Context: an optimization exercise on an open-source flow, tuned for small area and a short achievable clock period. The choices shown serve that exercise and are no tape-out recipe. At most, simulation tests tie the RTL to the original design; equivalence was not proved. Power and IR drop assume default switching activity.

==> flow/design.v (excerpt) <==
module Nbit_ALU_Register (r2, r3, ALUop, r0, clk);
parameter n = 32;
input[n-1:0] r2, r3;
input[2:0] ALUop;
input clk;
output [n-1:0] r0;
wire[n-1:0] r1;
Nbit_ALU #(n) alu1 (.r1(r1), .r2(r2), .r3(r3), .ALUop(ALUop) );
Nbit_Register #(n) reg1 (.outo(r0), .ino(r1), .clk(clk) );
endmodule
Size: about 32 flip-flops, roughly 100 I/O pins, about 0.0028 mm2 of cells after synthesis.
Settings: LEC_CHECK=0, CAP_MARGIN=20, CORE_MARGIN=2, CORE_UTILIZATION=60, CTS_BUF_LIST=sky130_fd_sc_hd__clkbuf_4, GPL_TIMING_DRIVEN=0, SLEW_MARGIN=20, SYNTH_HIERARCHICAL=1, SYNTH_MINIMUM_KEEP_SIZE=0; clock period 15.5 ns.
standard.sh (not shown) runs the stock make flow with config.mk's settings and CLKGATE_MAP_FILE= SYNTH_SCRIPT=/design/flow/synth_recipe.tcl, a recipe that flattens the netlist after the stock synthesis.
==> flow/flow/run.sh <==
#!/bin/bash
# Standard ORFS layout with three changes: the ports are buffered with buf_1 (instead of the
# delay buffer buffer_ports picks by default); timing repair aims for a setup slack of
# 10.6 ns, so that it sizes the critical paths for a shorter period than the clock's; and
# that repair only resizes cells and swaps pins (no new buffers).
set -euo pipefail
export BUFFER_PORTS_ARGS="-buffer_cell sky130_fd_sc_hd__buf_1"
export SETUP_SLACK_MARGIN=10.6
export SETUP_MOVE_SEQUENCE=unbuffer,sizeup,swap
bash standard.sh > standard.log 2>&1
==> next run, changes <==
==> flow/flow/run.sh (replaced) <==
#!/bin/bash
# Standard ORFS layout with two changes: the ports are buffered with buf_1 (instead of the
# delay buffer buffer_ports picks by default), and timing repair aims for a setup slack of
# 10.1 ns, so that it sizes the critical paths for a shorter period than the clock's.
set -euo pipefail
export BUFFER_PORTS_ARGS="-buffer_cell sky130_fd_sc_hd__buf_1"
export SETUP_SLACK_MARGIN=10.1
bash standard.sh > standard.log 2>&1
Settings changed: CTS_BUF_LIST sky130_fd_sc_hd__clkbuf_4 to sky130_fd_sc_hd__clkbuf_2 sky130_fd_sc_hd__clkbuf_4.
Effect: Final area goes down by 4.9%. Total power goes down by 1.1%. Die area stays the same. Area after synthesis stays the same. Core utilization goes down by 3.9 points. Sequential power hardly moves. Count of clock-buffer cells in the layout does not change. Setup slack gets worse by 0.11 ns. First-iteration DRC count goes up by 49%.
==> next run, changes <==
==> flow/run.sh (new file) <==
#!/bin/bash
# synth_recipe.tcl (not shown) runs the flow's synth.tcl, then flattens the netlist and writes it again
# the make line also repeats each setting of config.mk as NAME=value (left out here)
make -C /OpenROAD-flow-scripts/flow DESIGN_CONFIG=/design/flow/config.mk WORK_HOME=/design/flow/orfs CLKGATE_MAP_FILE= SYNTH_SCRIPT=/design/flow/synth_recipe.tcl finish
Settings changed: CTS_BUF_LIST sky130_fd_sc_hd__clkbuf_2 sky130_fd_sc_hd__clkbuf_4 to sky130_fd_sc_hd__clkbuf_4.
removed: flow/flow/run.sh
removed: flow/standard.sh
Effect:
- The changed run ran to the end with no violations
- sequential share of layout area shrinks by 2.9 points
- worst hold slack is better by 0.41 ns
- final area increases by 17%
- worst setup slack got worse by 0.97 ns
- core utilization rises by 13 points
- critical path depth goes up by 1
- first-iteration DRC count went up by 16%
- count of clock-buffer cells in the layout rose by 1
- clock power climbs by 26%
- global-route usage rose by 4.0 points
- routed wire length came out higher by 18%
==> next run, changes <==
==> flow/flow/run.sh (new file) <==
#!/bin/bash
# Standard ORFS layout with two changes: the ports are buffered with buf_1 (instead of the
# delay buffer buffer_ports picks by default), and timing repair aims for a setup slack of
# 10.1 ns, so that it sizes the critical paths for a shorter period than the clock's.
set -euo pipefail
export BUFFER_PORTS_ARGS="-buffer_cell sky130_fd_sc_hd__buf_1"
export SETUP_SLACK_MARGIN=10.1
bash standard.sh > standard.log 2>&1
==> flow/standard.sh (new file) <==
#!/bin/bash
# synth_recipe.tcl (not shown) runs the flow's synth.tcl, then flattens the netlist and writes it again
# the make line also repeats each setting of config.mk as NAME=value (left out here)
make -C /OpenROAD-flow-scripts/flow DESIGN_CONFIG=/design/flow/config.mk WORK_HOME=/design/flow/orfs CLKGATE_MAP_FILE= SYNTH_SCRIPT=/design/flow/synth_recipe.tcl "${@:-finish}"
Settings changed: CTS_BUF_LIST sky130_fd_sc_hd__clkbuf_4 to default.
removed: flow/run.sh
What happened: Power shrinks by a little under a tenth. Core utilization shrinks by 11 points. Combinational power shrinks by about a fifth. Routed wire length shrinks by roughly a tenth. Cell area shrinks by roughly a tenth.

========
Nbit_ALU_Register, a different RTL version from the one above (not shown whole).
Size in the first run: about 420 cells after synthesis, about 32 flip-flops, ~100 I/O pins, roughly 2900 um2 of cells after synthesis.
Design Nbit_ALU_Register, start of the top module:
module Nbit_ALU_Register (r2, r3, ALUop, r0, clk);
parameter n = 32;
input[n-1:0] r2, r3;
input[2:0] ALUop;
input clk;
output [n-1:0] r0;
wire[n-1:0] r1;
Nbit_ALU #(n) alu1 (.r1(r1), .r2(r2), .r3(r3), .ALUop(ALUop) );
Nbit_Register #(n) reg1 (.outo(r0), .ino(r1), .clk(clk) );
endmodule
Settings: LEC_CHECK=0, CAP_MARGIN=20, CORE_MARGIN=2, CORE_UTILIZATION=40, GPL_TIMING_DRIVEN=0, SLEW_MARGIN=20, SYNTH_HIERARCHICAL=1, SYNTH_MINIMUM_KEEP_SIZE=0; clock period 15.5 ns.
==> flow/flow/run.sh <==
#!/bin/bash
# Standard ORFS layout; the only change is the cell used to buffer the ports
# (a plain buf_1 instead of the delay buffer buffer_ports picks by default).
set -euo pipefail
export BUFFER_PORTS_ARGS="-buffer_cell sky130_fd_sc_hd__buf_1"
bash standard.sh > standard.log 2>&1
Rerun with:
==> flow/flow/run.sh (replaced) <==
#!/bin/bash
# Standard ORFS layout with two changes: the ports are buffered with buf_1 (instead of the
# delay buffer buffer_ports picks by default), and timing repair aims for a setup slack of
# 10.5 ns, so that it sizes the critical paths for a shorter period than the clock's.
set -euo pipefail
export BUFFER_PORTS_ARGS="-buffer_cell sky130_fd_sc_hd__buf_1"
export SETUP_SLACK_MARGIN=10.5
bash standard.sh > standard.log 2>&1
- utilization climbs by 12 points
- final cell count climbs by 4.0%
- die area does not change
- sequential share of layout area drops by 3.6 points
- routed wire length climbs by 23%
- count of clock-buffer cells in the layout stays the same
- global-route usage climbs by 1.1 points
- design area climbs by 24%
- power climbs by 19%
- sequential power stays flat
- setup slack gets better by 0.70 ns
Rerun with:
--- a/flow/flow/run.sh
+++ b/flow/flow/run.sh
@@ -4 +4 @@
-# 10.5 ns, so that it sizes the critical paths for a shorter period than the clock's.
+# 9.9 ns, so that it sizes the critical paths for a shorter period than the clock's.
@@ -7 +7 @@
-export SETUP_SLACK_MARGIN=10.5
+export SETUP_SLACK_MARGIN=9.9
Sequential power barely changes.
Via count falls by a little under a tenth.
Setup slack is worse by 0.21 ns.
Global-route usage falls by 0.98 points.
Total power falls by about a fifth.
Die area stays the same.
Rerun with:
CORE_UTILIZATION = 60   (was 40)
CTS_BUF_LIST = sky130_fd_sc_hd__clkbuf_4   (was default)
The new run completed without violations.
Wire length drops by 5.1%.
Clock-buffer cell count drops by 1.
Combinational power is about the same.
Rerun with:
==> flow/flow/run.sh (replaced) <==
#!/bin/bash
# Standard ORFS layout; the only change is the cell used to buffer the ports
# (a plain buf_1 instead of the delay buffer buffer_ports picks by default).
set -euo pipefail
export BUFFER_PORTS_ARGS="-buffer_cell sky130_fd_sc_hd__buf_1"
bash standard.sh > standard.log 2>&1
CORE_UTILIZATION = 40   (was 60)
CTS_BUF_LIST = default   (was sky130_fd_sc_hd__clkbuf_4)
GPL_TIMING_DRIVEN = default   (was 0)
=>
- The new run completed with no timing, DRC or antenna violations
- critical path depth is lower by 2
- final cell count is higher by 5.9%
- fmax is lower by 7.8%
- sequential power hardly moves
- first-iteration DRC count is lower by 19%
- combinational power is lower by about 3%
- final area is higher by 0.59%
- global-route usage is lower by 7.5 points
No run of this note included a check of the RTL's function; only the layout flow was run.

========
Setup of run 1:
Another version of the RTL of Nbit_ALU_Register (not shown whole).
Size in the first run: about 400 cells after synthesis, about 2800 µm² of cells after synthesis.
Settings: LEC_CHECK=0, CAP_MARGIN=20, CORE_MARGIN=2, CORE_UTILIZATION=60, CTS_BUF_LIST=sky130_fd_sc_hd__clkbuf_4, GPL_TIMING_DRIVEN=0, SLEW_MARGIN=20, SYNTH_HIERARCHICAL=1, SYNTH_MINIMUM_KEEP_SIZE=0; clock period 15.5 ns.
==> flow/flow/run.sh <==
#!/bin/bash
# Standard ORFS layout with two changes: the ports are buffered with buf_1 (instead of the
# delay buffer buffer_ports picks by default), and timing repair aims for a setup slack of
# 9.7 ns, so that it sizes the critical paths for a shorter period than the clock's.
set -euo pipefail
export BUFFER_PORTS_ARGS="-buffer_cell sky130_fd_sc_hd__buf_1"
export SETUP_SLACK_MARGIN=9.7
bash standard.sh > standard.log 2>&1
Run 1 went all the way through the flow, and no timing, DRC or antenna check failed.
[inputs] run 2 vs run 1
Settings: CORE_UTILIZATION now 40, was 60.
==> flow/flow/run.sh <==
#!/bin/bash
# Standard ORFS layout with two changes: the ports are buffered with buf_1 (instead of the
# delay buffer buffer_ports picks by default), and timing repair aims for a setup slack of
# 9.9 ns, so that it sizes the critical paths for a shorter period than the clock's.
set -euo pipefail
export BUFFER_PORTS_ARGS="-buffer_cell sky130_fd_sc_hd__buf_1"
export SETUP_SLACK_MARGIN=9.9
bash standard.sh > standard.log 2>&1
Results
[compare] base=run 1 new=run 2: utilization moved down, non-clock buffer count moved up, static leakage moved up, final routed wirelength across all metal layers moved up, switching share of power moved down.
Edits applied to the flow inputs when going from run 2 to run 3:
Settings: clearing CTS_BUF_LIST, which used to be sky130_fd_sc_hd__clkbuf_4.
==> flow/flow/run.sh <==
#!/bin/bash
# Standard ORFS layout with two changes: the ports are buffered with buf_1 (instead of the
# delay buffer buffer_ports picks by default), and timing repair aims for a setup slack of
# 10.2 ns, so that it sizes the critical paths for a shorter period than the clock's.
set -euo pipefail
export BUFFER_PORTS_ARGS="-buffer_cell sky130_fd_sc_hd__buf_1"
export SETUP_SLACK_MARGIN=10.2
bash standard.sh > standard.log 2>&1
==> summary.txt <==
[run 3 vs run 2] total of cells resized after clock tree synthesis: higher in run 3
Delay contributed by the slowest stage of the critical path, run 3 and run 2: lower on run 2
The net switching share of the total power was comparable across run 3 and run 2.
Comparing run 3 and run 2, the higher area added between synthesis and finish was measured on run 3.
Run 2 vs run 3, worst setup path startpoint: ALUop[1] vs ALUop[0]

-- static timing again, ports no longer ideal --
The flow's constraints put no driver on any port. The routed layouts listed below were extracted and timed again, unchanged, in two steps. Step 1, drivers: a clkbuf_16 drives clk and a buf_2 each remaining input, both assumed. Step 2 times the ports against the registers' clock, not the clock port: input delays grow and output delays shrink by t, the midpoint of the rising clock arrivals with the driver on. a / b / c = no drivers / after step 1 / after step 2; a / b = the first two.
| run | shift t [ns] | setup slack, ns | latest minus earliest clock arrival (ns) | slew at the worst register clock pin (ns) |
|---|---|---|---|---|
| the first run of note 1 | 0.358 | 10.418 / 10.395 / 10.037 | 0.004 / 0.004 | 0.10 / 0.10 |
| the second run of note 1 | 0.365 | 10.305 / 10.294 / 9.929 | 0.010 / 0.010 | 0.12 / 0.12 |
| the third run of note 1 | 0.363 | 9.331 / 9.328 / 8.965 | 0.019 / 0.019 | 0.11 / 0.11 |
| the fourth run of note 1 | 0.316 | 10.277 / 10.274 / 9.958 | 0.008 / 0.008 | 0.08 / 0.08 |
| the first run of note 2 | 0.311 | 9.642 / 9.647 / 9.336 | 0.009 / 0.008 | 0.07 / 0.07 |
| the second run of note 2 | 0.320 | 10.346 / 10.318 / 9.999 | 0.009 / 0.009 | 0.08 / 0.08 |
| the third run of note 2 | 0.314 | 10.133 / 10.135 / 9.822 | 0.010 / 0.011 | 0.08 / 0.08 |
| the fourth run of note 2 | 0.358 | 10.087 / 10.081 / 9.723 | 0.005 / 0.005 | 0.11 / 0.11 |
| the fifth run of note 2 | 0.314 | 9.627 / 9.632 / 9.318 | 0.003 / 0.004 | 0.07 / 0.07 |
| run 1 | 0.360 | 9.914 / 9.916 / 9.556 | 0.011 / 0.010 | 0.11 / 0.11 |
| run 2 | 0.356 | 10.102 / 10.106 / 9.750 | 0.010 / 0.011 | 0.11 / 0.11 |
| run 3 | 0.313 | 10.274 / 10.270 / 9.957 | 0.006 / 0.006 | 0.07 / 0.07 |
After both steps setup and hold are still met in every run listed. For the first run of note 1, which loses most, drivers alone change the setup slack by -0.023 ns; drivers and shift together by -0.381 ns.
